Background: an optimization exercise with open tools, aiming at small area. Do not read the settings as production practice.
The RTL was checked by simulation tests, not by an equivalence proof against the original design.
Power and IR drop assume default switching activity.

$ cat flow/run.sh
#!/bin/bash
# Layout flow: the standard flow (standard.sh, ORFS) with these changes:
#  - after synthesis, combinational cells are set back to drive strength 1
#    (flow/downsize.tcl, run through ORFS's POST_SYNTH_TCL hook);
#  - the port buffers that ORFS inserts on every input and output are buf_1;
#  - clock tree: all 34 registers in one sink cluster, no dummy loads.
# The synthesis itself is the standard synthesis, unchanged.
set -euo pipefail
W=$(pwd)
export POST_SYNTH_TCL="$W/flow/downsize.tcl"
export BUFFER_PORTS_ARGS="-buffer_cell sky130_fd_sc_hd__buf_1"
export CTS_ARGS="-sink_clustering_enable -repair_clock_nets -sink_clustering_size 40 -sink_clustering_max_diameter 200 -dont_use_dummy_load -buf_list sky130_fd_sc_hd__clkbuf_4 -root_buf sky130_fd_sc_hd__clkbuf_4"
bash standard.sh finish > "$W/orfs_flow.log" 2>&1
$ cat flow/downsize.tcl
# Sourced by ORFS right after it loads the synthesized netlist (POST_SYNTH_TCL):
# every combinational cell that synthesis sized above drive strength 1 is set
# back to its drive-1 variant; the timing repair later in the flow upsizes
# only what the timing needs. Registers and tie cells are left alone.
set n 0
foreach inst [get_cells *] {
  set ref [get_property $inst ref_name]
  if {![regexp {^(sky130_fd_sc_hd__[a-z0-9]+)_([0-9]+)$} $ref -> base sz]} { continue }
  if {$sz <= 1} { continue }
  if {[string match "*__df*" $base] || [string match "*__conb*" $base]} { continue }
  set target ${base}_1
  if {[llength [get_lib_cells -quiet $target]] == 0} { continue }
  replace_cell $inst $target
  incr n
}
puts "downsize: $n cells set to drive strength 1"
$ cat standard.sh
#!/bin/bash
# synth_recipe.tcl (not shown) runs the flow's synth.tcl, then flattens the netlist and writes it again
# the make line also repeats each setting of config.mk as NAME=value (left out here)
make -C /OpenROAD-flow-scripts/flow DESIGN_CONFIG=/design/flow/config.mk WORK_HOME=/design/flow/orfs CLKGATE_MAP_FILE= SYNTH_SCRIPT=/design/flow/synth_recipe.tcl "${@:-finish}"
$ cat config.mk
export PLATFORM = sky130hd
export DESIGN_NAME = exe_unit_w48
export DESIGN_NICKNAME = exe_unit_w48
export VERILOG_FILES = /design/flow/design.v
export SDC_FILE = /design/flow/constraint.sdc
export NUM_CORES = 4
export LEC_CHECK = 0
export CAP_MARGIN = 0
export CORE_MARGIN = 2
export CORE_UTILIZATION = 60
export PLACE_DENSITY = 0.75
export SLEW_MARGIN = 0
export SYNTH_HIERARCHICAL = 1
$ cat constraint.sdc
create_clock -name core_clock -period 7.0 [get_ports {i_clk}]
set_input_delay 1.4000 -clock core_clock [delete_from_list [all_inputs] [get_ports {i_clk}]]
set_output_delay 1.4000 -clock core_clock [all_outputs]
set_load 0.01 [all_outputs]
$ cat design.v
module k_a21o(input logic a1, input logic a2, input logic b1, output logic y); assign y = (a1 & a2) | b1; endmodule
module k_a21oi(input logic a1, input logic a2, input logic b1, output logic y); assign y = ~((a1 & a2) | b1); endmodule
module k_a222oi(input logic a1, input logic a2, input logic b1, input logic b2, input logic c1, input logic c2, output logic y); assign y = ~((a1 & a2) | (b1 & b2) | (c1 & c2)); endmodule
module k_and2(input logic a, input logic b, output logic y); assign y = a & b; endmodule
module k_and3(input logic a, input logic b, input logic c, output logic y); assign y = a & b & c; endmodule
module k_inv(input logic a, output logic y); assign y = ~a; endmodule
module k_mux2i(input logic a0, input logic a1, input logic s, output logic y); assign y = ~(s ? a1 : a0); endmodule
module k_nand2(input logic a, input logic b, output logic y); assign y = ~(a & b); endmodule
module k_nand2b(input logic an, input logic b, output logic y); assign y = ~(~an & b); endmodule
module k_nand3(input logic a, input logic b, input logic c, output logic y); assign y = ~(a & b & c); endmodule
module k_nand4(input logic a, input logic b, input logic c, input logic d, output logic y); assign y = ~(a & b & c & d); endmodule
module k_nor2(input logic a, input logic b, output logic y); assign y = ~(a | b); endmodule
module k_nor2b(input logic a, input logic bn, output logic y); assign y = ~(a | ~bn); endmodule
module k_nor3(input logic a, input logic b, input logic c, output logic y); assign y = ~(a | b | c); endmodule
module k_nor3b(input logic a, input logic b, input logic cn, output logic y); assign y = ~(a | b | ~cn); endmodule
module k_nor4(input logic a, input logic b, input logic c, input logic d, output logic y); assign y = ~(a | b | c | d); endmodule
module k_o21a(input logic a1, input logic a2, input logic b1, output logic y); assign y = (a1 | a2) & b1; endmodule
module k_o21ai(input logic a1, input logic a2, input logic b1, output logic y); assign y = ~((a1 | a2) & b1); endmodule
module k_or2(input logic a, input logic b, output logic y); assign y = a | b; endmodule
module k_or3(input logic a, input logic b, input logic c, output logic y); assign y = a | b | c; endmodule
module k_or4(input logic a, input logic b, input logic c, input logic d, output logic y); assign y = a | b | c | d; endmodule
module k_xor2(input logic a, input logic b, output logic y); assign y = a ^ b; endmodule
module k_ha(input logic a, input logic b, output logic s, output logic co); assign s = a ^ b; assign co = a & b; endmodule
module exe_unit_w48 (i_argA, i_argB, i_oper, i_clk, i_rst, o_carry, o_result, o_status, o_error_konw, o_error_ust);
    input  logic        i_clk;
    input  logic        i_rst;
    input  logic [1:0]  i_oper;
    input  logic [31:0] i_argB;
    input  logic [31:0] i_argA;
    output logic [31:0] o_result;
    output logic [3:0]  o_status;
    output logic        o_error_konw;
    output logic        o_error_ust;
    output logic        o_carry;
    logic [31:0] a, b, w;
    logic [1:0]  op;
    logic        err_d, err_q, v_q;
    assign a  = i_argA;
    assign b  = i_argB;
    assign op = i_oper;
    logic t0, g0, t1, g1, t2, g2, t3, g3, t4, g4, t5, g5, t6, g6, t7, g7, t8, g8, t9, g9, t10, g10, t11, g11, t12, g12, t13, g13, t14, g14, t15, g15, t16, g16, t17, g17, t18, g18, t19, g19, t20, g20, t21, g21, t22, g22, t23, g23, t24, g24, t25, g25, t26, g26, t27, g27, t28, g28, t29, g29, t30, g30, t31, g31, n33, n34, n35, n36, n37, n38, n39, n40, n41, n42, n43, n44, n45, n46, n47, n48, n49, n50, n51, n52, n53, n54, n55, n56, n57, n58, n59, n60, n61, n62, n63, n64, n65, n66, n67, n68, n69, n70, n71, n72, n73, n74, n75, n76, n77, n78, n79, n80, n81, n82, n83, n84, n85, n86, n87, n88, n89, n90, n91, n92, n93, n94, n95, n96, n97, n98, n99, n100, n101, n102, n103, n104, n105, n106, n107, n108, n109, n110, n111, n112, n113, n114, n115, n116, n117, n118, n119, n120, n121, n122, n123, n124, n125, n126, n127, n128, n129, n130, n131, n132, n133, n134, n135, n136, n137, n138, n139, n140, n141, n142, n143, n144, n145, n146, n147, n148, n149, n150, n151, n152, n153, n154, n155, n156, n157, n158, n159, n160, n161, n162, n163, n164, n165, n166, n167, n168, n169, n170, n171, n172, n173, n174, n175, n176, n177, n178, n179, n180, n181, n182, n183, n184, n185, n186, n187, n188, n189, n190, n191, n192, n193, n194, n195, n196, n197, n198, n199, n200, n201, n202, n203, n204, n205, n206, n207, n208, n209, n210, n211, n212, n213, n214, n215, n216, n217, n218, n219, n220, n221, n222, n223, n224, n225, n226, n227, n228, n229, n230, n231, n232, n233, n234, n235, n236, n237, n238, n239, n240, n241, n242, n243, n244, n245, n246, n247, n248, n249, n250, n251, n252, n253, n254, n255, n256, n257, n258, n259, n260, n261, n262, n263, n264, n265, n266, n267, n268, n269, n270, n271, n272, n273, n274, n275, n276, n277, n278, n279, n280, n281, n282, n283, n284, n285, n286, n287, n288, n289, n290, n291, n292, n293, n294, n295, n296, n297, n298, n299, n300, n301, n302, n303, n304, n305, n306, n307, n308, n309, n310, n311, n312, n313, n314, n315, n316, n317, n318, n319, n320, n321, n322, n323, n324, n325, n326, n327, n328, n329, n330, n331, n332, n333, n334, n335, n336, n337;
    k_ha u1 (a[0], b[0], t0, g0);
    k_ha u2 (a[1], b[1], t1, g1);
    k_ha u3 (a[2], b[2], t2, g2);
    k_ha u4 (a[3], b[3], t3, g3);
    k_ha u5 (a[4], b[4], t4, g4);
    k_ha u6 (a[5], b[5], t5, g5);
    k_ha u7 (a[6], b[6], t6, g6);
    k_ha u8 (a[7], b[7], t7, g7);
    k_ha u9 (a[8], b[8], t8, g8);
    k_ha u10 (a[9], b[9], t9, g9);
    k_ha u11 (a[10], b[10], t10, g10);
    k_ha u12 (a[11], b[11], t11, g11);
    k_ha u13 (a[12], b[12], t12, g12);
    k_ha u14 (a[13], b[13], t13, g13);
    k_ha u15 (a[14], b[14], t14, g14);
    k_ha u16 (a[15], b[15], t15, g15);
    k_ha u17 (a[16], b[16], t16, g16);
    k_ha u18 (a[17], b[17], t17, g17);
    k_ha u19 (a[18], b[18], t18, g18);
    k_ha u20 (a[19], b[19], t19, g19);
    k_ha u21 (a[20], b[20], t20, g20);
    k_ha u22 (a[21], b[21], t21, g21);
    k_ha u23 (a[22], b[22], t22, g22);
    k_ha u24 (a[23], b[23], t23, g23);
    k_ha u25 (a[24], b[24], t24, g24);
    k_ha u26 (a[25], b[25], t25, g25);
    k_ha u27 (a[26], b[26], t26, g26);
    k_ha u28 (a[27], b[27], t27, g27);
    k_ha u29 (a[28], b[28], t28, g28);
    k_ha u30 (a[29], b[29], t29, g29);
    k_ha u31 (a[30], b[30], t30, g30);
    k_ha u32 (a[31], b[31], t31, g31);
    k_a21oi u33 (t13, g12, g13, n33);
    k_nand2 u34 (t13, t12, n34);
    k_a21oi u35 (t15, g14, g15, n35);
    k_nand2 u36 (t15, t14, n36);
    k_o21ai u37 (n36, n33, n35, n37);
    k_nor2 u38 (n36, n34, n38);
    k_a21oi u39 (t17, g16, g17, n39);
    k_nand2 u40 (t17, t16, n40);
    k_a21oi u41 (t19, g18, g19, n41);
    k_nand2 u42 (t19, t18, n42);
    k_o21ai u43 (n42, n39, n41, n43);
    k_nor2 u44 (n42, n40, n44);
    k_a21oi u45 (t21, g20, g21, n45);
    k_nand2 u46 (t21, t20, n46);
    k_a21oi u47 (t23, g22, g23, n47);
    k_nand2 u48 (t23, t22, n48);
    k_o21ai u49 (n48, n45, n47, n49);
    k_nor2 u50 (n48, n46, n50);
    k_a21oi u51 (t25, g24, g25, n51);
    k_nand2 u52 (t25, t24, n52);
    k_a21oi u53 (t27, g26, g27, n53);
    k_nand2 u54 (t27, t26, n54);
    k_o21ai u55 (n54, n51, n53, n55);
    k_nor2 u56 (n54, n52, n56);
    k_a21oi u57 (t29, g28, g29, n57);
    k_nand2 u58 (t29, t28, n58);
    k_a21oi u59 (t31, g30, g31, n59);
    k_nand2 u60 (t31, t30, n60);
    k_o21ai u61 (n60, n57, n59, n61);
    k_nor2 u62 (n60, n58, n62);
    k_a21o u63 (t1, g0, g1, n63);
    k_a21o u64 (t2, n63, g2, n64);
    k_a21o u65 (t3, n64, g3, n65);
    k_a21o u66 (t4, n65, g4, n66);
    k_a21o u67 (t5, n66, g5, n67);
    k_a21o u68 (t6, n67, g6, n68);
    k_a21o u69 (t7, n68, g7, n69);
    k_a21o u70 (t8, n69, g8, n70);
    k_a21o u71 (t9, n70, g9, n71);
    k_a21o u72 (t10, n71, g10, n72);
    k_a21o u73 (t11, n72, g11, n73);
    k_a21o u74 (n38, n73, n37, n74);
    k_a21o u75 (t12, n73, g12, n75);
    k_a21o u76 (t13, n75, g13, n76);
    k_a21o u77 (t14, n76, g14, n77);
    k_a21o u78 (n44, n74, n43, n78);
    k_a21o u79 (t16, n74, g16, n79);
    k_a21o u80 (t17, n79, g17, n80);
    k_a21o u81 (t18, n80, g18, n81);
    k_a21o u82 (n50, n78, n49, n82);
    k_a21o u83 (t20, n78, g20, n83);
    k_a21o u84 (t21, n83, g21, n84);
    k_a21o u85 (t22, n84, g22, n85);
    k_a21o u86 (n56, n82, n55, n86);
    k_a21o u87 (t24, n82, g24, n87);
    k_a21o u88 (t25, n87, g25, n88);
    k_a21o u89 (t26, n88, g26, n89);
    k_a21o u90 (n62, n86, n61, n90);
    k_a21o u91 (t28, n86, g28, n91);
    k_a21o u92 (t29, n91, g29, n92);
    k_a21o u93 (t30, n92, g30, n93);
    assign o_carry = n90;
    k_nand2 u94 (t0, a[0], n94);
    k_mux2i u95 (n94, b[1], t1, n95);
    k_mux2i u96 (n95, a[2], t2, n96);
    k_mux2i u97 (n96, b[3], t3, n97);
    k_mux2i u98 (n97, a[4], t4, n98);
    k_mux2i u99 (n98, b[5], t5, n99);
    k_mux2i u100 (n99, a[6], t6, n100);
    k_mux2i u101 (n100, b[7], t7, n101);
    k_mux2i u102 (n101, a[8], t8, n102);
    k_mux2i u103 (n102, b[9], t9, n103);
    k_mux2i u104 (n103, a[10], t10, n104);
    k_mux2i u105 (n104, b[11], t11, n105);
    k_mux2i u106 (n105, a[12], t12, n106);
    k_mux2i u107 (n106, b[13], t13, n107);
    k_mux2i u108 (n107, a[14], t14, n108);
    k_mux2i u109 (n108, b[15], t15, n109);
    k_mux2i u110 (n109, a[16], t16, n110);
    k_mux2i u111 (n110, b[17], t17, n111);
    k_mux2i u112 (n111, a[18], t18, n112);
    k_mux2i u113 (n112, b[19], t19, n113);
    k_mux2i u114 (n113, a[20], t20, n114);
    k_mux2i u115 (n114, b[21], t21, n115);
    k_mux2i u116 (n115, a[22], t22, n116);
    k_mux2i u117 (n116, b[23], t23, n117);
    k_mux2i u118 (n117, a[24], t24, n118);
    k_mux2i u119 (n118, b[25], t25, n119);
    k_mux2i u120 (n119, a[26], t26, n120);
    k_mux2i u121 (n120, b[27], t27, n121);
    k_mux2i u122 (n121, a[28], t28, n122);
    k_mux2i u123 (n122, b[29], t29, n123);
    k_mux2i u124 (n123, a[30], t30, n124);
    k_mux2i u125 (n124, b[31], t31, n125);
    k_nor4 u126 (b[5], b[6], b[7], b[8], n126);
    k_nor4 u127 (b[9], b[10], b[11], b[12], n127);
    k_nor4 u128 (b[13], b[14], b[15], b[16], n128);
    k_nor4 u129 (b[17], b[18], b[19], b[20], n129);
    k_nor4 u130 (b[21], b[22], b[23], b[24], n130);
    k_nor4 u131 (b[25], b[26], b[27], b[28], n131);
    k_nor3 u132 (b[29], b[30], b[31], n132);
    k_nand4 u133 (n126, n127, n128, n129, n133);
    k_nand3 u134 (n130, n131, n132, n134);
    k_or2 u135 (n133, n134, n135);
    assign o_error_ust = n135;
    k_or4 u136 (a[0], a[1], a[2], a[3], n136);
    k_or4 u137 (a[4], a[5], a[6], a[7], n137);
    k_or4 u138 (a[8], a[9], a[10], a[11], n138);
    k_or4 u139 (a[12], a[13], a[14], a[15], n139);
    k_or4 u140 (a[16], a[17], a[18], a[19], n140);
    k_or4 u141 (a[20], a[21], a[22], a[23], n141);
    k_or4 u142 (a[24], a[25], a[26], a[27], n142);
    k_or3 u143 (a[28], a[29], a[30], n143);
    k_or4 u144 (n136, n137, n138, n139, n144);
    k_or3 u145 (n144, n140, n141, n145);
    k_or3 u146 (n145, n142, n143, n146);
    k_nor2b u147 (n146, a[31], n147);
    assign o_error_konw = n147;
    k_or2 u148 (n147, n135, n148);
    k_nor2 u149 (op[0], op[1], n149);
    k_nand2b u150 (op[1], op[0], n150);
    k_and3 u151 (op[0], op[1], a[31], n151);
    k_nor3b u152 (op[0], n135, op[1], n152);
    k_and2 u153 (n151, a[0], n153);
    k_o21a u154 (n136, n137, n151, n154);
    k_and2 u155 (n151, n144, n155);
    k_and2 u156 (n151, n145, n156);
    k_a21o u157 (n151, a[1], n153, n157);
    k_a21o u158 (n151, a[2], n157, n158);
    k_a21o u159 (n151, a[3], n158, n159);
    k_a21o u160 (n151, a[4], n159, n160);
    k_a21o u161 (n151, a[5], n160, n161);
    k_a21o u162 (n151, a[6], n161, n162);
    k_a21o u163 (n151, a[8], n154, n163);
    k_a21o u164 (n151, a[9], n163, n164);
    k_a21o u165 (n151, a[10], n164, n165);
    k_a21o u166 (n151, a[11], n165, n166);
    k_a21o u167 (n151, a[12], n166, n167);
    k_a21o u168 (n151, a[13], n167, n168);
    k_a21o u169 (n151, a[14], n168, n169);
    k_a21o u170 (n151, a[16], n155, n170);
    k_a21o u171 (n151, a[17], n170, n171);
    k_a21o u172 (n151, a[18], n171, n172);
    k_a21o u173 (n151, a[19], n172, n173);
    k_a21o u174 (n151, a[20], n173, n174);
    k_a21o u175 (n151, a[21], n174, n175);
    k_a21o u176 (n151, a[22], n175, n176);
    k_a21o u177 (n151, a[24], n156, n177);
    k_a21o u178 (n151, a[25], n177, n178);
    k_a21o u179 (n151, a[26], n178, n179);
    k_a21o u180 (n151, a[27], n179, n180);
    k_a21o u181 (n151, a[28], n180, n181);
    k_a21o u182 (n151, a[29], n181, n182);
    k_inv u183 (b[0], n183);
    k_inv u184 (b[1], n184);
    k_inv u185 (b[2], n185);
    k_inv u186 (b[3], n186);
    k_inv u187 (b[4], n187);
    k_and3 u188 (n183, n184, n152, n188);
    k_and3 u189 (b[0], n184, n152, n189);
    k_and3 u190 (n183, b[1], n152, n190);
    k_and3 u191 (b[0], b[1], n152, n191);
    k_and3 u192 (n185, n186, n187, n192);
    k_and3 u193 (b[2], n186, n187, n193);
    k_and3 u194 (n185, b[3], n187, n194);
    k_and3 u195 (b[2], b[3], n187, n195);
    k_and3 u196 (n185, n186, b[4], n196);
    k_and3 u197 (b[2], n186, b[4], n197);
    k_and3 u198 (n185, b[3], b[4], n198);
    k_and3 u199 (b[2], b[3], b[4], n199);
    k_a222oi u200 (n149, t0, op[1], a[0], n188, n192, n200);
    k_o21ai u201 (n150, n125, n200, n201);
    k_a222oi u202 (n149, t1, op[1], a[1], n189, n192, n202);
    k_a21oi u203 (n149, g0, n153, n203);
    k_xor2 u204 (n202, n203, n204);
    k_a222oi u205 (n149, t2, op[1], a[2], n190, n192, n205);
    k_a21oi u206 (n149, n63, n157, n206);
    k_xor2 u207 (n205, n206, n207);
    k_a222oi u208 (n149, t3, op[1], a[3], n191, n192, n208);
    k_a21oi u209 (n149, n64, n158, n209);
    k_xor2 u210 (n208, n209, n210);
    k_a222oi u211 (n149, t4, op[1], a[4], n188, n193, n211);
    k_a21oi u212 (n149, n65, n159, n212);
    k_xor2 u213 (n211, n212, n213);
    k_a222oi u214 (n149, t5, op[1], a[5], n189, n193, n214);
    k_a21oi u215 (n149, n66, n160, n215);
    k_xor2 u216 (n214, n215, n216);
    k_a222oi u217 (n149, t6, op[1], a[6], n190, n193, n217);
    k_a21oi u218 (n149, n67, n161, n218);
    k_xor2 u219 (n217, n218, n219);
    k_a222oi u220 (n149, t7, op[1], a[7], n191, n193, n220);
    k_a21oi u221 (n149, n68, n162, n221);
    k_xor2 u222 (n220, n221, n222);
    k_a222oi u223 (n149, t8, op[1], a[8], n188, n194, n223);
    k_a21oi u224 (n149, n69, n154, n224);
    k_xor2 u225 (n223, n224, n225);
    k_a222oi u226 (n149, t9, op[1], a[9], n189, n194, n226);
    k_a21oi u227 (n149, n70, n163, n227);
    k_xor2 u228 (n226, n227, n228);
    k_a222oi u229 (n149, t10, op[1], a[10], n190, n194, n229);
    k_a21oi u230 (n149, n71, n164, n230);
    k_xor2 u231 (n229, n230, n231);
    k_a222oi u232 (n149, t11, op[1], a[11], n191, n194, n232);
    k_a21oi u233 (n149, n72, n165, n233);
    k_xor2 u234 (n232, n233, n234);
    k_a222oi u235 (n149, t12, op[1], a[12], n188, n195, n235);
    k_a21oi u236 (n149, n73, n166, n236);
    k_xor2 u237 (n235, n236, n237);
    k_a222oi u238 (n149, t13, op[1], a[13], n189, n195, n238);
    k_a21oi u239 (n149, n75, n167, n239);
    k_xor2 u240 (n238, n239, n240);
    k_a222oi u241 (n149, t14, op[1], a[14], n190, n195, n241);
    k_a21oi u242 (n149, n76, n168, n242);
    k_xor2 u243 (n241, n242, n243);
    k_a222oi u244 (n149, t15, op[1], a[15], n191, n195, n244);
    k_a21oi u245 (n149, n77, n169, n245);
    k_xor2 u246 (n244, n245, n246);
    k_a222oi u247 (n149, t16, op[1], a[16], n188, n196, n247);
    k_a21oi u248 (n149, n74, n155, n248);
    k_xor2 u249 (n247, n248, n249);
    k_a222oi u250 (n149, t17, op[1], a[17], n189, n196, n250);
    k_a21oi u251 (n149, n79, n170, n251);
    k_xor2 u252 (n250, n251, n252);
    k_a222oi u253 (n149, t18, op[1], a[18], n190, n196, n253);
    k_a21oi u254 (n149, n80, n171, n254);
    k_xor2 u255 (n253, n254, n255);
    k_a222oi u256 (n149, t19, op[1], a[19], n191, n196, n256);
    k_a21oi u257 (n149, n81, n172, n257);
    k_xor2 u258 (n256, n257, n258);
    k_a222oi u259 (n149, t20, op[1], a[20], n188, n197, n259);
    k_a21oi u260 (n149, n78, n173, n260);
    k_xor2 u261 (n259, n260, n261);
    k_a222oi u262 (n149, t21, op[1], a[21], n189, n197, n262);
    k_a21oi u263 (n149, n83, n174, n263);
    k_xor2 u264 (n262, n263, n264);
    k_a222oi u265 (n149, t22, op[1], a[22], n190, n197, n265);
    k_a21oi u266 (n149, n84, n175, n266);
    k_xor2 u267 (n265, n266, n267);
    k_a222oi u268 (n149, t23, op[1], a[23], n191, n197, n268);
    k_a21oi u269 (n149, n85, n176, n269);
    k_xor2 u270 (n268, n269, n270);
    k_a222oi u271 (n149, t24, op[1], a[24], n188, n198, n271);
    k_a21oi u272 (n149, n82, n156, n272);
    k_xor2 u273 (n271, n272, n273);
    k_a222oi u274 (n149, t25, op[1], a[25], n189, n198, n274);
    k_a21oi u275 (n149, n87, n177, n275);
    k_xor2 u276 (n274, n275, n276);
    k_a222oi u277 (n149, t26, op[1], a[26], n190, n198, n277);
    k_a21oi u278 (n149, n88, n178, n278);
    k_xor2 u279 (n277, n278, n279);
    k_a222oi u280 (n149, t27, op[1], a[27], n191, n198, n280);
    k_a21oi u281 (n149, n89, n179, n281);
    k_xor2 u282 (n280, n281, n282);
    k_a222oi u283 (n149, t28, op[1], a[28], n188, n199, n283);
    k_a21oi u284 (n149, n86, n180, n284);
    k_xor2 u285 (n283, n284, n285);
    k_a222oi u286 (n149, t29, op[1], a[29], n189, n199, n286);
    k_a21oi u287 (n149, n91, n181, n287);
    k_xor2 u288 (n286, n287, n288);
    k_a222oi u289 (n149, t30, op[1], a[30], n190, n199, n289);
    k_a21oi u290 (n149, n92, n182, n290);
    k_xor2 u291 (n289, n290, n291);
    k_a222oi u292 (n149, t31, op[1], a[31], n191, n199, n292);
    k_nand2 u293 (n149, n93, n293);
    k_xor2 u294 (n292, n293, n294);
    assign w = {n294, n291, n288, n285, n282, n279, n276, n273, n270, n267, n264, n261, n258, n255, n252, n249, n246, n243, n240, n237, n234, n231, n228, n225, n222, n219, n216, n213, n210, n207, n204, n201};
    assign err_d = n148;
    k_xor2 u295 (o_result[0], o_result[1], n295);
    k_xor2 u296 (o_result[2], o_result[3], n296);
    k_xor2 u297 (o_result[4], o_result[5], n297);
    k_xor2 u298 (o_result[6], o_result[7], n298);
    k_xor2 u299 (o_result[8], o_result[9], n299);
    k_xor2 u300 (o_result[10], o_result[11], n300);
    k_xor2 u301 (o_result[12], o_result[13], n301);
    k_xor2 u302 (o_result[14], o_result[15], n302);
    k_xor2 u303 (o_result[16], o_result[17], n303);
    k_xor2 u304 (o_result[18], o_result[19], n304);
    k_xor2 u305 (o_result[20], o_result[21], n305);
    k_xor2 u306 (o_result[22], o_result[23], n306);
    k_xor2 u307 (o_result[24], o_result[25], n307);
    k_xor2 u308 (o_result[26], o_result[27], n308);
    k_xor2 u309 (o_result[28], o_result[29], n309);
    k_xor2 u310 (o_result[30], o_result[31], n310);
    k_xor2 u311 (n295, n296, n311);
    k_xor2 u312 (n297, n298, n312);
    k_xor2 u313 (n299, n300, n313);
    k_xor2 u314 (n301, n302, n314);
    k_xor2 u315 (n303, n304, n315);
    k_xor2 u316 (n305, n306, n316);
    k_xor2 u317 (n307, n308, n317);
    k_xor2 u318 (n309, n310, n318);
    k_xor2 u319 (n311, n312, n319);
    k_xor2 u320 (n313, n314, n320);
    k_xor2 u321 (n315, n316, n321);
    k_xor2 u322 (n317, n318, n322);
    k_xor2 u323 (n319, n320, n323);
    k_xor2 u324 (n321, n322, n324);
    k_xor2 u325 (n323, n324, n325);
    k_xor2 u326 (n325, v_q, n326);
    k_nor4 u327 (o_result[0], o_result[1], o_result[2], o_result[3], n327);
    k_nor4 u328 (o_result[4], o_result[5], o_result[6], o_result[7], n328);
    k_nor4 u329 (o_result[8], o_result[9], o_result[10], o_result[11], n329);
    k_nor4 u330 (o_result[12], o_result[13], o_result[14], o_result[15], n330);
    k_nor4 u331 (o_result[16], o_result[17], o_result[18], o_result[19], n331);
    k_nor4 u332 (o_result[20], o_result[21], o_result[22], o_result[23], n332);
    k_nor4 u333 (o_result[24], o_result[25], o_result[26], o_result[27], n333);
    k_nor4 u334 (o_result[28], o_result[29], o_result[30], o_result[31], n334);
    k_nand4 u335 (n327, n328, n329, n330, n335);
    k_nand4 u336 (n331, n332, n333, n334, n336);
    k_nor3b u337 (n335, n336, v_q, n337);
    assign o_status = {n326, o_result[31], n337, err_q};
    always_ff @(posedge i_clk, posedge i_rst) begin
        if (i_rst) begin
            o_result <= '0;
            err_q    <= 1'b0;
            v_q      <= 1'b0;
        end else begin
            o_result <= w;
            err_q    <= err_d;
            v_q      <= ~i_rst;
        end
    end
endmodule
==> notes.md, run 1 <==
final hold violations 0; Detailed Place HPWL 7960 um; WL met2 4970 um; Worst Tran Pin Value 1310 ps; Post-CTS Setup Inserts 0; Setup crit end o_carry; total gr overflow 0; Routed WL 10200 um; num rows 27; Post-DP Area 4040 um2; relative slew slack 12.6%; Final Critical Period 6260 ps; cell repeated most along the worst path a21o_1; Mapped Avg Cell Area 9.41 um2; max-slew violations 0; Mapped Nets 476; Synth Instances 376; maximum clock path buffer count 2; post-CTS sizing 0; Highest Signal Layer met4; GPL Wtd Cong 0.898; # diodes 0; worst path buffer plus inverter count 2; P_leak 2.03 nW; Power Density 213 nW/um2; Setup-failing EPs final 0; status timing/DRC/antenna clean; post-place setup slack 789 ps; Post-Syn Area 3540 um2; M1 wire length 4200 um; final std cells w/o fill 558; TNS Setup 0 ps; share of layout cells above drive strength 1 1.85%; Clock Tree Root clkbuf_4; overall die area 6530 um2; Die X 80.8 um; WP data required 5600 ps; placed cells 553; Critical Path Sink Type output pin; Setup WS post-layout 737 ps; PortBufs 106; Crit. Startpoint i_argB[1]; vias in the first global route 3390; wire length per cell 18.3 um; largest net degree at the start of global routing 64; Routed Antenna Nets 0; # hold bufs at CTS 0; met3 WL post-DR 832 um; CTS Buf Count 5; GRT Total Usage 31.6%; Worst VDD drop 0.219 mV; vias per std cell 6.56; vias 3663; max frequency 160 MHz; DR iter-0 viols 380; critical path launch point type primary input; max cap viols 0; CP max stage delay 310 ps; Layout area overhead 15.3%; Core Region 5610 um2; Crit-path slowest cell ha_1; DRC 0; CP delay by family, top compound AO/OA/AOI/OAI gates; DRT Pass-1 Iters 7; filler instances 491; CTS tree built; final worst-path cycle share 89.5%; first-pass GRT wire length 16000 um; YS warnings 7; nets 588; crit path DAT 4860 ps; Die H 80.8 um; final instance area 4080 um2; unrepaired setup endpoints after global routing no; Crit. path cell count 19; WHS 1090 ps; clock slew at reported path FFs 100 ps; Ports 107; Initial Util 63.1%; CP Cell Sequence buf_1 -> ha_1 -> a21o_1 -> a21o_1 -> a21o_1 -> a21o_1 -> a21o_1 -> a21o_1 -> a21o_1 -> a21o_1 -> a21o_1 -> a21o_1 -> a21o_1 -> a21o_1 -> a21o_1 -> a21o_1 -> a21o_1 -> a21o_1 -> buf_1; CTS HTree Levels 2; clk sinks 34; CP Max Fanout 5; CP Class in -> out; Worst Hold Class in -> async; initial antenna violation count 0
## metal layers
metal | up-vias | track usage [%]
met1 | 1741 | 41.7
li1 | 1725 | -
met4 | 0 | 10.3
met2 | 181 | 53.1
met3 | 16 | 4.56
met5 | - | 0
## area by class of cell
cell class,instances,area [um2],share of cell area (%)
clock buffer,5,37.5,0.920
inverter,6,22.5,0.552
multi-input combinational,332,2660,65.2
tap,72,90.1,2.21
sequential,34,851,20.9
timing repair buffer,109,420,10.3
## how the worst min path moves through the flow
| stage | slack, ps | cells past startpoint | endpoint | startpoint |
|---|---|---|---|---|
| 2_1_floorplan | 1540 | 2 | o_result[0] | i_oper[0] |
| 6_report | 1090 | 2 | o_result[3] | i_rst |
| 4_1_cts | 1100 | 2 | o_result[3] | i_rst |
| 5_1_grt | 1130 | 2 | o_result[3] | i_rst |
| 3_5_place_dp | 1460 | 2 | o_result[3] | i_rst |
| 3_3_place_gp | 1460 | 2 | o_result[1] | i_rst |
## report_power, final
part           internal [mW]  leakage (nW)  switching, mW  total (mW)
combinational          0.208          1.61          0.296       0.504
sequential             0.232         0.402         0.0375       0.270
clock                 0.0336        0.0230         0.0599      0.0934
## sequential cells by signal, summed over array words and instances (netlist names)
register  flops
o_result     32
err_q         1
v_q           1
## cell usage in the layout (no fill, tap or decap), types with 5 or more instances in the layout
cell type and count:
buf_1 106, xor2_1 63, a21o_1 57, a21oi_1 40
dfrtp_1 34, ha_1 32, a222oi_1 32, mux2i_1 31
nor4_1 14, and3_1 13, nand2_1 12, or4_1 8
inv_1 6, o21ai_1 6, nor2_1 5, clkbuf_4 5
## stage by stage
stage,util [%],power (mW)
6_report,72.8,0.867
5_1_grt,72.8,0.924
4_1_cts,72.8,0.867
3_5_place_dp,72.1,0.771
3_3_place_gp,72.1,0.761
2_1_floorplan,-,0.636
==> run 2, diff against run 1 <==
--- a/config.mk
+++ b/config.mk
@@ -9,4 +9,4 @@
 export CORE_MARGIN = 2
-export CORE_UTILIZATION = 60
-export PLACE_DENSITY = 0.75
+export CORE_UTILIZATION = 40
+export PLACE_DENSITY = 0.6
 export SLEW_MARGIN = 0
==> notes.md, run 2 <==
status timing/DRC/antenna clean (unchanged); num rows 34 (was 27); Regs by FF count o_result (32), err_q (1), v_q (1) (unchanged); CTS Buf Count 5 (unchanged); Ports 107 (unchanged); CTS tree built (unchanged); share of layout cells above drive strength 1 1.85% (unchanged); max frequency 158 MHz (was 160 MHz); largest net degree at the start of global routing 64 (unchanged); Layout area overhead 16.5% (was 15.3%); # hold bufs at CTS 0 (unchanged); DRT Pass-1 Iters 5 (was 7); Post-Syn Area 3540 um2 (unchanged); vias 3572 (was 3663); Die H 98.1 um (was 80.8 um); GRT Total Usage 21.8% (was 31.6%); unrepaired setup endpoints after global routing no (unchanged); maximum clock path buffer count 2 (unchanged); # diodes 0 (unchanged); most common cell after layout, fill and taps aside buf_1 (unchanged); Routed Antenna Nets 0 (unchanged); Core Region 8640 um2 (was 5610 um2); largest reg by FF count o_result (unchanged); vias per std cell 6.01 (was 6.56); final worst-path cycle share 90.7% (was 89.5%); critical path launch point type primary input (unchanged); GPL Wtd Cong 0.875 (was 0.898); Mapped Avg Cell Area 9.41 um2 (unchanged); CP Max Fanout 5 (unchanged); Power Density 208 nW/um2 (was 213 nW/um2); clk sinks 34 (unchanged); PortBufs 106 (unchanged); CP Class in -> out (unchanged); total gr overflow 0 (unchanged); DRC 0 (unchanged); Die X 98.1 um (was 80.8 um); DR iter-0 viols 315 (was 380); Detailed Place HPWL 8230 um (was 7960 um); crit path DAT 4950 ps (was 4860 ps); Setup WS post-layout 653 ps (was 737 ps); Initial Util 41.0% (was 63.1%); post-place setup slack 720 ps (was 789 ps); Final Critical Period 6350 ps (was 6260 ps); filler instances 867 (was 491); WHS 1120 ps (was 1090 ps); Mapped Nets 476 (unchanged); max cap viols 0 (unchanged); TNS Setup 0 ps (unchanged); WP data required 5600 ps (about the same); Synth Instances 376 (unchanged); overall die area 9620 um2 (was 6530 um2); max-slew violations 0 (unchanged); Setup-failing EPs final 0 (unchanged); Routed WL 10500 um (was 10200 um); Post-CTS Setup Inserts 0 (unchanged); Worst VDD drop 0.112 mV (was 0.219 mV); relative slew slack 14.4% (was 12.6%); Critical Path Sink Type output pin (unchanged); commonest non-fill, non-tap cells in the layout buf_1, xor2_1, a21o_1 (unchanged); P_leak 2.03 nW (unchanged); post-CTS sizing 0 (unchanged); YS warnings 7 (unchanged); final hold violations 0 (unchanged); nets 588 (unchanged); vias in the first global route 3453 (was 3390); Worst Tran Pin Value 1280 ps (was 1310 ps); CTS HTree Levels 2 (unchanged); Worst Hold Class in -> async (unchanged); clock slew at reported path FFs 110 ps (was 100 ps); max reg flops 32 (unchanged); wire length per cell 17.7 um (was 18.3 um); first-pass GRT wire length 17200 um (was 16000 um); initial antenna violation count 0 (unchanged); Final Util 47.8% (was 72.8%); Clock Tree Root clkbuf_4 (unchanged)
[run 2: cell type report]
type                            instances  area, um2  share of cell area [%]
Inverter                                6       22.5                   0.546
Clock buffer                            5       37.5                   0.910
Timing Repair Buffer                  109        420                    10.2
Multi-Input combinational cell        332       2660                    64.5
Tap cell                              108        135                    3.28
Sequential cell                        34        851                    20.6
[run 2: metal layers]
metal | global-route usage (%) | vias up | share of wire [%]
met5 | 0 | - | 0
met4 | 6.84 | 0 | 1.9
met3 | 2.29 | 16 | 6.8
met2 | 36.6 | 143 | 47
met1 | 29.7 | 1691 | 44
li1 | - | 1722 | -
[run 2: worst max path at each step]
stage,startpoint,end,cells after the start
2_1_floorplan,i_argA[1],o_carry,17
3_3_place_gp,i_argA[1],o_carry,19
3_5_place_dp,i_argB[1],o_carry,19
4_1_cts,i_argB[1],o_carry,19
5_1_grt,i_argB[1],o_carry,19
6_report,i_argB[1],o_carry,19
[run 2: worst max-delay path, stage by stage]
cell    delay (ps)
buf_1          200
ha_1           310
a21o_1         210
a21o_1         170
a21o_1         170
a21o_1         170
a21o_1         170
a21o_1         170
a21o_1         170
a21o_1         170
a21o_1         170
a21o_1         170
a21o_1         180
a21o_1         190
a21o_1         200
a21o_1         210
a21o_1         210
a21o_1         160
buf_1          120
[run 2: power breakdown]
group / total (mW) / leakage [nW] / internal (mW) / switching (mW)
clock network: 0.0950 / 0.0230 / 0.0336 / 0.0614
logic: 0.495 / 1.61 / 0.208 / 0.287
registers: 0.269 / 0.402 / 0.232 / 0.0370
total: 0.859 / 2.03 / 0.474 / 0.385
[run 2: metrics by stage]
| step | cell area, um2 | power, mW | std cells |
|---|---|---|---|
| 5_1_grt | 4130 | 0.935 | 594 |
| 3_3_place_gp | 4090 | 0.763 | 589 |
| 2_1_floorplan | 3540 | 0.636 | 376 |
| 3_5_place_dp | 4090 | 0.769 | 589 |
| 6_report | 4130 | 0.859 | 594 |
| 4_1_cts | 4130 | 0.866 | 594 |
==> run 3, diff against run 2 <==
--- a/design.v
+++ b/design.v
@@ -5,2 +5,3 @@
 module k_and3(input logic a, input logic b, input logic c, output logic y); assign y = a & b & c; endmodule
+module k_and4b(input logic an, input logic b, input logic c, input logic d, output logic y); assign y = ~an & b & c & d; endmodule
 module k_inv(input logic a, output logic y); assign y = ~a; endmodule
@@ -10,5 +11,5 @@
 module k_nand3(input logic a, input logic b, input logic c, output logic y); assign y = ~(a & b & c); endmodule
+module k_nand3b(input logic an, input logic b, input logic c, output logic y); assign y = ~(~an & b & c); endmodule
 module k_nand4(input logic a, input logic b, input logic c, input logic d, output logic y); assign y = ~(a & b & c & d); endmodule
 module k_nor2(input logic a, input logic b, output logic y); assign y = ~(a | b); endmodule
-module k_nor2b(input logic a, input logic bn, output logic y); assign y = ~(a | ~bn); endmodule
 module k_nor3(input logic a, input logic b, input logic c, output logic y); assign y = ~(a | b | c); endmodule
@@ -16,7 +17,4 @@
 module k_nor4(input logic a, input logic b, input logic c, input logic d, output logic y); assign y = ~(a | b | c | d); endmodule
-module k_o21a(input logic a1, input logic a2, input logic b1, output logic y); assign y = (a1 | a2) & b1; endmodule
 module k_o21ai(input logic a1, input logic a2, input logic b1, output logic y); assign y = ~((a1 | a2) & b1); endmodule
 module k_or2(input logic a, input logic b, output logic y); assign y = a | b; endmodule
-module k_or3(input logic a, input logic b, input logic c, output logic y); assign y = a | b | c; endmodule
-module k_or4(input logic a, input logic b, input logic c, input logic d, output logic y); assign y = a | b | c | d; endmodule
 module k_xor2(input logic a, input logic b, output logic y); assign y = a ^ b; endmodule
@@ -178,50 +176,50 @@
     assign o_error_ust = n135;
-    k_or4 u136 (a[0], a[1], a[2], a[3], n136);
-    k_or4 u137 (a[4], a[5], a[6], a[7], n137);
-    k_or4 u138 (a[8], a[9], a[10], a[11], n138);
-    k_or4 u139 (a[12], a[13], a[14], a[15], n139);
-    k_or4 u140 (a[16], a[17], a[18], a[19], n140);
-    k_or4 u141 (a[20], a[21], a[22], a[23], n141);
-    k_or4 u142 (a[24], a[25], a[26], a[27], n142);
-    k_or3 u143 (a[28], a[29], a[30], n143);
-    k_or4 u144 (n136, n137, n138, n139, n144);
-    k_or3 u145 (n144, n140, n141, n145);
-    k_or3 u146 (n145, n142, n143, n146);
-    k_nor2b u147 (n146, a[31], n147);
-    assign o_error_konw = n147;
-    k_or2 u148 (n147, n135, n148);
-    k_nor2 u149 (op[0], op[1], n149);
-    k_nand2b u150 (op[1], op[0], n150);
-    k_and3 u151 (op[0], op[1], a[31], n151);
-    k_nor3b u152 (op[0], n135, op[1], n152);
-    k_and2 u153 (n151, a[0], n153);
-    k_o21a u154 (n136, n137, n151, n154);
-    k_and2 u155 (n151, n144, n155);
-    k_and2 u156 (n151, n145, n156);
-    k_a21o u157 (n151, a[1], n153, n157);
-    k_a21o u158 (n151, a[2], n157, n158);
-    k_a21o u159 (n151, a[3], n158, n159);
-    k_a21o u160 (n151, a[4], n159, n160);
-    k_a21o u161 (n151, a[5], n160, n161);
-    k_a21o u162 (n151, a[6], n161, n162);
-    k_a21o u163 (n151, a[8], n154, n163);
-    k_a21o u164 (n151, a[9], n163, n164);
-    k_a21o u165 (n151, a[10], n164, n165);
-    k_a21o u166 (n151, a[11], n165, n166);
-    k_a21o u167 (n151, a[12], n166, n167);
-    k_a21o u168 (n151, a[13], n167, n168);
-    k_a21o u169 (n151, a[14], n168, n169);
-    k_a21o u170 (n151, a[16], n155, n170);
-    k_a21o u171 (n151, a[17], n170, n171);
-    k_a21o u172 (n151, a[18], n171, n172);
-    k_a21o u173 (n151, a[19], n172, n173);
-    k_a21o u174 (n151, a[20], n173, n174);
-    k_a21o u175 (n151, a[21], n174, n175);
-    k_a21o u176 (n151, a[22], n175, n176);
-    k_a21o u177 (n151, a[24], n156, n177);
-    k_a21o u178 (n151, a[25], n177, n178);
-    k_a21o u179 (n151, a[26], n178, n179);
-    k_a21o u180 (n151, a[27], n179, n180);
-    k_a21o u181 (n151, a[28], n180, n181);
-    k_a21o u182 (n151, a[29], n181, n182);
+    k_nor4 u136 (a[0], a[1], a[2], a[3], n136);
+    k_nor4 u137 (a[4], a[5], a[6], a[7], n137);
+    k_nor4 u138 (a[8], a[9], a[10], a[11], n138);
+    k_nor4 u139 (a[12], a[13], a[14], a[15], n139);
+    k_nor4 u140 (a[16], a[17], a[18], a[19], n140);
+    k_nor4 u141 (a[20], a[21], a[22], a[23], n141);
+    k_nor4 u142 (a[24], a[25], a[26], a[27], n142);
+    k_nor3 u143 (a[28], a[29], a[30], n143);
+    k_nand4 u144 (n136, n137, n138, n139, n144);
+    k_nand3b u145 (n144, n140, n141, n145);
+    k_and4b u146 (n145, n142, n143, a[31], n146);
+    assign o_error_konw = n146;
+    k_or2 u147 (n146, n135, n147);
+    k_nor2 u148 (op[0], op[1], n148);
+    k_nand2b u149 (op[1], op[0], n149);
+    k_and3 u150 (op[0], op[1], a[31], n150);
+    k_nor3b u151 (op[0], n135, op[1], n151);
+    k_and2 u152 (n150, a[0], n152);
+    k_nand2 u153 (n136, n137, n153);
+    k_and2 u154 (n150, n153, n154);
+    k_and2 u155 (n150, n144, n155);
+    k_and2 u156 (n150, n145, n156);
+    k_a21o u157 (n150, a[1], n152, n157);
+    k_a21o u158 (n150, a[2], n157, n158);
+    k_a21o u159 (n150, a[3], n158, n159);
+    k_a21o u160 (n150, a[4], n159, n160);
+    k_a21o u161 (n150, a[5], n160, n161);
+    k_a21o u162 (n150, a[6], n161, n162);
+    k_a21o u163 (n150, a[8], n154, n163);
+    k_a21o u164 (n150, a[9], n163, n164);
+    k_a21o u165 (n150, a[10], n164, n165);
+    k_a21o u166 (n150, a[11], n165, n166);
+    k_a21o u167 (n150, a[12], n166, n167);
+    k_a21o u168 (n150, a[13], n167, n168);
+    k_a21o u169 (n150, a[14], n168, n169);
+    k_a21o u170 (n150, a[16], n155, n170);
+    k_a21o u171 (n150, a[17], n170, n171);
+    k_a21o u172 (n150, a[18], n171, n172);
+    k_a21o u173 (n150, a[19], n172, n173);
+    k_a21o u174 (n150, a[20], n173, n174);
+    k_a21o u175 (n150, a[21], n174, n175);
+    k_a21o u176 (n150, a[22], n175, n176);
+    k_a21o u177 (n150, a[24], n156, n177);
+    k_a21o u178 (n150, a[25], n177, n178);
+    k_a21o u179 (n150, a[26], n178, n179);
+    k_a21o u180 (n150, a[27], n179, n180);
+    k_a21o u181 (n150, a[28], n180, n181);
+    k_a21o u182 (n150, a[29], n181, n182);
     k_inv u183 (b[0], n183);
@@ -231,6 +229,6 @@
     k_inv u187 (b[4], n187);
-    k_and3 u188 (n183, n184, n152, n188);
-    k_and3 u189 (b[0], n184, n152, n189);
-    k_and3 u190 (n183, b[1], n152, n190);
-    k_and3 u191 (b[0], b[1], n152, n191);
+    k_and3 u188 (n183, n184, n151, n188);
+    k_and3 u189 (b[0], n184, n151, n189);
+    k_and3 u190 (n183, b[1], n151, n190);
+    k_and3 u191 (b[0], b[1], n151, n191);
     k_and3 u192 (n185, n186, n187, n192);
@@ -243,99 +241,99 @@
     k_and3 u199 (b[2], b[3], b[4], n199);
-    k_a222oi u200 (n149, t0, op[1], a[0], n188, n192, n200);
-    k_o21ai u201 (n150, n125, n200, n201);
-    k_a222oi u202 (n149, t1, op[1], a[1], n189, n192, n202);
-    k_a21oi u203 (n149, g0, n153, n203);
+    k_a222oi u200 (n148, t0, op[1], a[0], n188, n192, n200);
+    k_o21ai u201 (n149, n125, n200, n201);
+    k_a222oi u202 (n148, t1, op[1], a[1], n189, n192, n202);
+    k_a21oi u203 (n148, g0, n152, n203);
     k_xor2 u204 (n202, n203, n204);
-    k_a222oi u205 (n149, t2, op[1], a[2], n190, n192, n205);
-    k_a21oi u206 (n149, n63, n157, n206);
+    k_a222oi u205 (n148, t2, op[1], a[2], n190, n192, n205);
+    k_a21oi u206 (n148, n63, n157, n206);
     k_xor2 u207 (n205, n206, n207);
-    k_a222oi u208 (n149, t3, op[1], a[3], n191, n192, n208);
-    k_a21oi u209 (n149, n64, n158, n209);
+    k_a222oi u208 (n148, t3, op[1], a[3], n191, n192, n208);
+    k_a21oi u209 (n148, n64, n158, n209);
     k_xor2 u210 (n208, n209, n210);
-    k_a222oi u211 (n149, t4, op[1], a[4], n188, n193, n211);
-    k_a21oi u212 (n149, n65, n159, n212);
+    k_a222oi u211 (n148, t4, op[1], a[4], n188, n193, n211);
+    k_a21oi u212 (n148, n65, n159, n212);
     k_xor2 u213 (n211, n212, n213);
-    k_a222oi u214 (n149, t5, op[1], a[5], n189, n193, n214);
-    k_a21oi u215 (n149, n66, n160, n215);
+    k_a222oi u214 (n148, t5, op[1], a[5], n189, n193, n214);
+    k_a21oi u215 (n148, n66, n160, n215);
     k_xor2 u216 (n214, n215, n216);
-    k_a222oi u217 (n149, t6, op[1], a[6], n190, n193, n217);
-    k_a21oi u218 (n149, n67, n161, n218);
+    k_a222oi u217 (n148, t6, op[1], a[6], n190, n193, n217);
+    k_a21oi u218 (n148, n67, n161, n218);
     k_xor2 u219 (n217, n218, n219);
-    k_a222oi u220 (n149, t7, op[1], a[7], n191, n193, n220);
-    k_a21oi u221 (n149, n68, n162, n221);
+    k_a222oi u220 (n148, t7, op[1], a[7], n191, n193, n220);
+    k_a21oi u221 (n148, n68, n162, n221);
     k_xor2 u222 (n220, n221, n222);
-    k_a222oi u223 (n149, t8, op[1], a[8], n188, n194, n223);
-    k_a21oi u224 (n149, n69, n154, n224);
+    k_a222oi u223 (n148, t8, op[1], a[8], n188, n194, n223);
+    k_a21oi u224 (n148, n69, n154, n224);
     k_xor2 u225 (n223, n224, n225);
-    k_a222oi u226 (n149, t9, op[1], a[9], n189, n194, n226);
-    k_a21oi u227 (n149, n70, n163, n227);
+    k_a222oi u226 (n148, t9, op[1], a[9], n189, n194, n226);
+    k_a21oi u227 (n148, n70, n163, n227);
     k_xor2 u228 (n226, n227, n228);
-    k_a222oi u229 (n149, t10, op[1], a[10], n190, n194, n229);
-    k_a21oi u230 (n149, n71, n164, n230);
+    k_a222oi u229 (n148, t10, op[1], a[10], n190, n194, n229);
+    k_a21oi u230 (n148, n71, n164, n230);
     k_xor2 u231 (n229, n230, n231);
-    k_a222oi u232 (n149, t11, op[1], a[11], n191, n194, n232);
-    k_a21oi u233 (n149, n72, n165, n233);
+    k_a222oi u232 (n148, t11, op[1], a[11], n191, n194, n232);
+    k_a21oi u233 (n148, n72, n165, n233);
     k_xor2 u234 (n232, n233, n234);
-    k_a222oi u235 (n149, t12, op[1], a[12], n188, n195, n235);
-    k_a21oi u236 (n149, n73, n166, n236);
+    k_a222oi u235 (n148, t12, op[1], a[12], n188, n195, n235);
+    k_a21oi u236 (n148, n73, n166, n236);
     k_xor2 u237 (n235, n236, n237);
-    k_a222oi u238 (n149, t13, op[1], a[13], n189, n195, n238);
-    k_a21oi u239 (n149, n75, n167, n239);
+    k_a222oi u238 (n148, t13, op[1], a[13], n189, n195, n238);
+    k_a21oi u239 (n148, n75, n167, n239);
     k_xor2 u240 (n238, n239, n240);
-    k_a222oi u241 (n149, t14, op[1], a[14], n190, n195, n241);
-    k_a21oi u242 (n149, n76, n168, n242);
+    k_a222oi u241 (n148, t14, op[1], a[14], n190, n195, n241);
+    k_a21oi u242 (n148, n76, n168, n242);
     k_xor2 u243 (n241, n242, n243);
-    k_a222oi u244 (n149, t15, op[1], a[15], n191, n195, n244);
-    k_a21oi u245 (n149, n77, n169, n245);
+    k_a222oi u244 (n148, t15, op[1], a[15], n191, n195, n244);
+    k_a21oi u245 (n148, n77, n169, n245);
     k_xor2 u246 (n244, n245, n246);
-    k_a222oi u247 (n149, t16, op[1], a[16], n188, n196, n247);
-    k_a21oi u248 (n149, n74, n155, n248);
+    k_a222oi u247 (n148, t16, op[1], a[16], n188, n196, n247);
+    k_a21oi u248 (n148, n74, n155, n248);
     k_xor2 u249 (n247, n248, n249);
-    k_a222oi u250 (n149, t17, op[1], a[17], n189, n196, n250);
-    k_a21oi u251 (n149, n79, n170, n251);
+    k_a222oi u250 (n148, t17, op[1], a[17], n189, n196, n250);
+    k_a21oi u251 (n148, n79, n170, n251);
     k_xor2 u252 (n250, n251, n252);
-    k_a222oi u253 (n149, t18, op[1], a[18], n190, n196, n253);
-    k_a21oi u254 (n149, n80, n171, n254);
+    k_a222oi u253 (n148, t18, op[1], a[18], n190, n196, n253);
+    k_a21oi u254 (n148, n80, n171, n254);
     k_xor2 u255 (n253, n254, n255);
-    k_a222oi u256 (n149, t19, op[1], a[19], n191, n196, n256);
-    k_a21oi u257 (n149, n81, n172, n257);
+    k_a222oi u256 (n148, t19, op[1], a[19], n191, n196, n256);
+    k_a21oi u257 (n148, n81, n172, n257);
     k_xor2 u258 (n256, n257, n258);
-    k_a222oi u259 (n149, t20, op[1], a[20], n188, n197, n259);
-    k_a21oi u260 (n149, n78, n173, n260);
+    k_a222oi u259 (n148, t20, op[1], a[20], n188, n197, n259);
+    k_a21oi u260 (n148, n78, n173, n260);
     k_xor2 u261 (n259, n260, n261);
-    k_a222oi u262 (n149, t21, op[1], a[21], n189, n197, n262);
-    k_a21oi u263 (n149, n83, n174, n263);
+    k_a222oi u262 (n148, t21, op[1], a[21], n189, n197, n262);
+    k_a21oi u263 (n148, n83, n174, n263);
     k_xor2 u264 (n262, n263, n264);
-    k_a222oi u265 (n149, t22, op[1], a[22], n190, n197, n265);
-    k_a21oi u266 (n149, n84, n175, n266);
+    k_a222oi u265 (n148, t22, op[1], a[22], n190, n197, n265);
+    k_a21oi u266 (n148, n84, n175, n266);
     k_xor2 u267 (n265, n266, n267);
-    k_a222oi u268 (n149, t23, op[1], a[23], n191, n197, n268);
-    k_a21oi u269 (n149, n85, n176, n269);
+    k_a222oi u268 (n148, t23, op[1], a[23], n191, n197, n268);
+    k_a21oi u269 (n148, n85, n176, n269);
     k_xor2 u270 (n268, n269, n270);
-    k_a222oi u271 (n149, t24, op[1], a[24], n188, n198, n271);
-    k_a21oi u272 (n149, n82, n156, n272);
+    k_a222oi u271 (n148, t24, op[1], a[24], n188, n198, n271);
+    k_a21oi u272 (n148, n82, n156, n272);
     k_xor2 u273 (n271, n272, n273);
-    k_a222oi u274 (n149, t25, op[1], a[25], n189, n198, n274);
-    k_a21oi u275 (n149, n87, n177, n275);
+    k_a222oi u274 (n148, t25, op[1], a[25], n189, n198, n274);
+    k_a21oi u275 (n148, n87, n177, n275);
     k_xor2 u276 (n274, n275, n276);
-    k_a222oi u277 (n149, t26, op[1], a[26], n190, n198, n277);
-    k_a21oi u278 (n149, n88, n178, n278);
+    k_a222oi u277 (n148, t26, op[1], a[26], n190, n198, n277);
+    k_a21oi u278 (n148, n88, n178, n278);
     k_xor2 u279 (n277, n278, n279);
-    k_a222oi u280 (n149, t27, op[1], a[27], n191, n198, n280);
-    k_a21oi u281 (n149, n89, n179, n281);
+    k_a222oi u280 (n148, t27, op[1], a[27], n191, n198, n280);
+    k_a21oi u281 (n148, n89, n179, n281);
     k_xor2 u282 (n280, n281, n282);
-    k_a222oi u283 (n149, t28, op[1], a[28], n188, n199, n283);
-    k_a21oi u284 (n149, n86, n180, n284);
+    k_a222oi u283 (n148, t28, op[1], a[28], n188, n199, n283);
+    k_a21oi u284 (n148, n86, n180, n284);
     k_xor2 u285 (n283, n284, n285);
-    k_a222oi u286 (n149, t29, op[1], a[29], n189, n199, n286);
-    k_a21oi u287 (n149, n91, n181, n287);
+    k_a222oi u286 (n148, t29, op[1], a[29], n189, n199, n286);
+    k_a21oi u287 (n148, n91, n181, n287);
     k_xor2 u288 (n286, n287, n288);
-    k_a222oi u289 (n149, t30, op[1], a[30], n190, n199, n289);
-    k_a21oi u290 (n149, n92, n182, n290);
+    k_a222oi u289 (n148, t30, op[1], a[30], n190, n199, n289);
+    k_a21oi u290 (n148, n92, n182, n290);
     k_xor2 u291 (n289, n290, n291);
-    k_a222oi u292 (n149, t31, op[1], a[31], n191, n199, n292);
-    k_nand2 u293 (n149, n93, n293);
+    k_a222oi u292 (n148, t31, op[1], a[31], n191, n199, n292);
+    k_nand2 u293 (n148, n93, n293);
     k_xor2 u294 (n292, n293, n294);
     assign w = {n294, n291, n288, n285, n282, n279, n276, n273, n270, n267, n264, n261, n258, n255, n252, n249, n246, n243, n240, n237, n234, n231, n228, n225, n222, n219, n216, n213, n210, n207, n204, n201};
-    assign err_d = n148;
+    assign err_d = n147;
     k_xor2 u295 (o_result[0], o_result[1], n295);
==> notes.md, run 3 <==
max-slew violations 0 (unchanged); Setup-failing EPs final 0 (unchanged); Regs by FF count o_result (32), err_q (1), v_q (1) (unchanged); Worst Tran Pin Value 1340 ps (was 1280 ps); max frequency 158 MHz (about the same); Power Total 0.852 mW (was 0.859 mW); share of layout cells above drive strength 1 1.85% (unchanged); YS warnings 7 (unchanged); Detailed Place HPWL 8190 um (was 8230 um); CP Max Fanout 5 (unchanged); largest reg by FF count o_result (unchanged); post-CTS sizing 0 (unchanged); Ports 107 (unchanged); initial antenna violation count 0 (unchanged); Worst VDD drop 0.171 mV (was 0.112 mV); max reg flops 32 (unchanged); wire length per cell 17.7 um (about the same); Die H 97.9 um (was 98.1 um); post-place setup slack 754 ps (was 720 ps); max cap viols 0 (unchanged); most common cell after layout, fill and taps aside buf_1 (unchanged); GRT Total Usage 21.5% (was 21.8%); final worst-path cycle share 90.2% (was 90.7%); Routed Antenna Nets 0 (unchanged); DR iter-0 viols 359 (was 315); final hold violations 0 (unchanged); # hold bufs at CTS 0 (unchanged); total gr overflow 0 (unchanged); relative slew slack 10.2% (was 14.4%); Mapped Avg Cell Area 9.39 um2 (was 9.41 um2); P_leak 2.03 nW (about the same); critical path launch point type primary input (unchanged); unrepaired setup endpoints after global routing no (unchanged); GPL Wtd Cong 0.892 (was 0.875); CP Class in -> out (unchanged); Mapped Nets 476 (unchanged); status timing/DRC/antenna clean (unchanged); vias 3544 (was 3572); clk sinks 34 (unchanged); overall die area 9590 um2 (was 9620 um2); Post-Syn Area 3530 um2 (was 3540 um2); Critical Path Sink Type output pin (unchanged); CTS Buf Count 5 (unchanged); commonest non-fill, non-tap cells in the layout buf_1, xor2_1, a21o_1 (unchanged); TNS Setup 0 ps (unchanged); Worst Hold Class in -> async (unchanged); Post-CTS Setup Inserts 0 (unchanged); vias in the first global route 3348 (was 3453); Core Region 8640 um2 (unchanged); vias per std cell 5.97 (was 6.01); Synth Instances 376 (unchanged); Die X 97.9 um (was 98.1 um); nets 588 (unchanged); first-pass GRT wire length 16700 um (was 17200 um); CTS HTree Levels 2 (unchanged); # diodes 0 (unchanged); PortBufs 106 (unchanged); WP data required 5600 ps (about the same); Crit. Startpoint i_argB[1] (unchanged); clock slew at reported path FFs 100 ps (was 110 ps); DRT Pass-1 Iters 7 (was 5); Power Density 207 nW/um2 (was 208 nW/um2); crit path DAT 4910 ps (was 4950 ps); DRC 0 (unchanged); Initial Util 40.9% (was 41.0%); Final Critical Period 6310 ps (was 6350 ps); Layout area overhead 16.6% (was 16.5%); Setup WS post-layout 685 ps (was 653 ps); Routed WL 10500 um (about the same); CTS tree built (unchanged); Clock Tree Root clkbuf_4 (unchanged); num rows 34 (unchanged); maximum clock path buffer count 2 (unchanged); largest net degree at the start of global routing 64 (unchanged)
run 3: routing by layer:
metal	vias to the layer above	GRT usage, %	share of wire (%)
met5	-	0	0
met4	0	6.62	2.0
met3	14	2.65	5.8
met2	144	35.2	47
met1	1665	29.6	45
li1	1721	-	-
run 3: per-stage QoR:
step,util [%],instances,instance area (um2),hold WS (ps)
finish,47.7,594,4120,1130
global route,47.7,594,4120,1130
CTS,47.7,594,4120,1120
detailed placement,47.2,589,4080,1500
global placement,47.2,589,4080,1490
floorplan,-,376,3530,1540
run 3: layout make-up:
class	instances	area, um2
well taps	108	135
multi-input cells	332	2650
inverters	6	22.5
clock buffers	5	37.5
repair buffers	109	420
fillers	900	4520
flip-flops and latches	34	851
run 3: final timing paths:
check,end,slack [ps],depth (start not counted)
worst min-delay path,o_result[27],1130,3
max in group asynchronous,o_result[9],5550,3
min in group core_clock,o_result[0],1430,3
worst max-delay path,o_carry,690,19
run 3: critical path: stages:
cell and delay (ps):
buf_1 180, ha_1 310, a21o_1 210, a21o_1 170, a21o_1 170, a21o_1 170
a21o_1 180, a21o_1 170, a21o_1 160, a21o_1 160, a21o_1 170, a21o_1 170
a21o_1 190, a21o_1 200, a21o_1 200, a21o_1 200, a21o_1 200, a21o_1 160
buf_1 120
run 3: power by group:
| part | internal (mW) | total, mW | switching, mW |
|---|---|---|---|
| registers | 0.232 | 0.269 | 0.0367 |
| clock network | 0.0335 | 0.0911 | 0.0576 |
| logic | 0.208 | 0.492 | 0.284 |

-- port drivers added, routing unchanged --
The flow's constraints put no driver on any port. The routed layouts listed below were extracted and timed again, unchanged, in two steps. Step 1: set_driving_cell puts a clkbuf_16 on i_clk and a buf_2 on each other input, an assumption about the parent block. Step 2 adds t to the input delays and takes it off the output delays; t is the mean of the earliest and latest rising clock arrival at the registers after step 1. Input paths then give back, and output paths get back, about the clock's delay inside the block. a / b / c = no drivers / after step 1 / after step 2; a / b = the first two.
| run | t, ns | setup slack, ns | slew at the worst register clock pin (ns) |
|---|---|---|---|
| run 1 | 0.349 | 0.737 / 0.713 / 0.713 | 0.10 / 0.10 |
| run 2 | 0.354 | 0.653 / 0.623 / 0.623 | 0.11 / 0.11 |
| run 3 | 0.350 | 0.685 / 0.643 / 0.643 | 0.10 / 0.10 |
After both steps setup and hold are still met in every run listed. The setup slack of run 3, which loses most, moves by -0.042 ns with the drivers and by -0.042 ns with both steps.
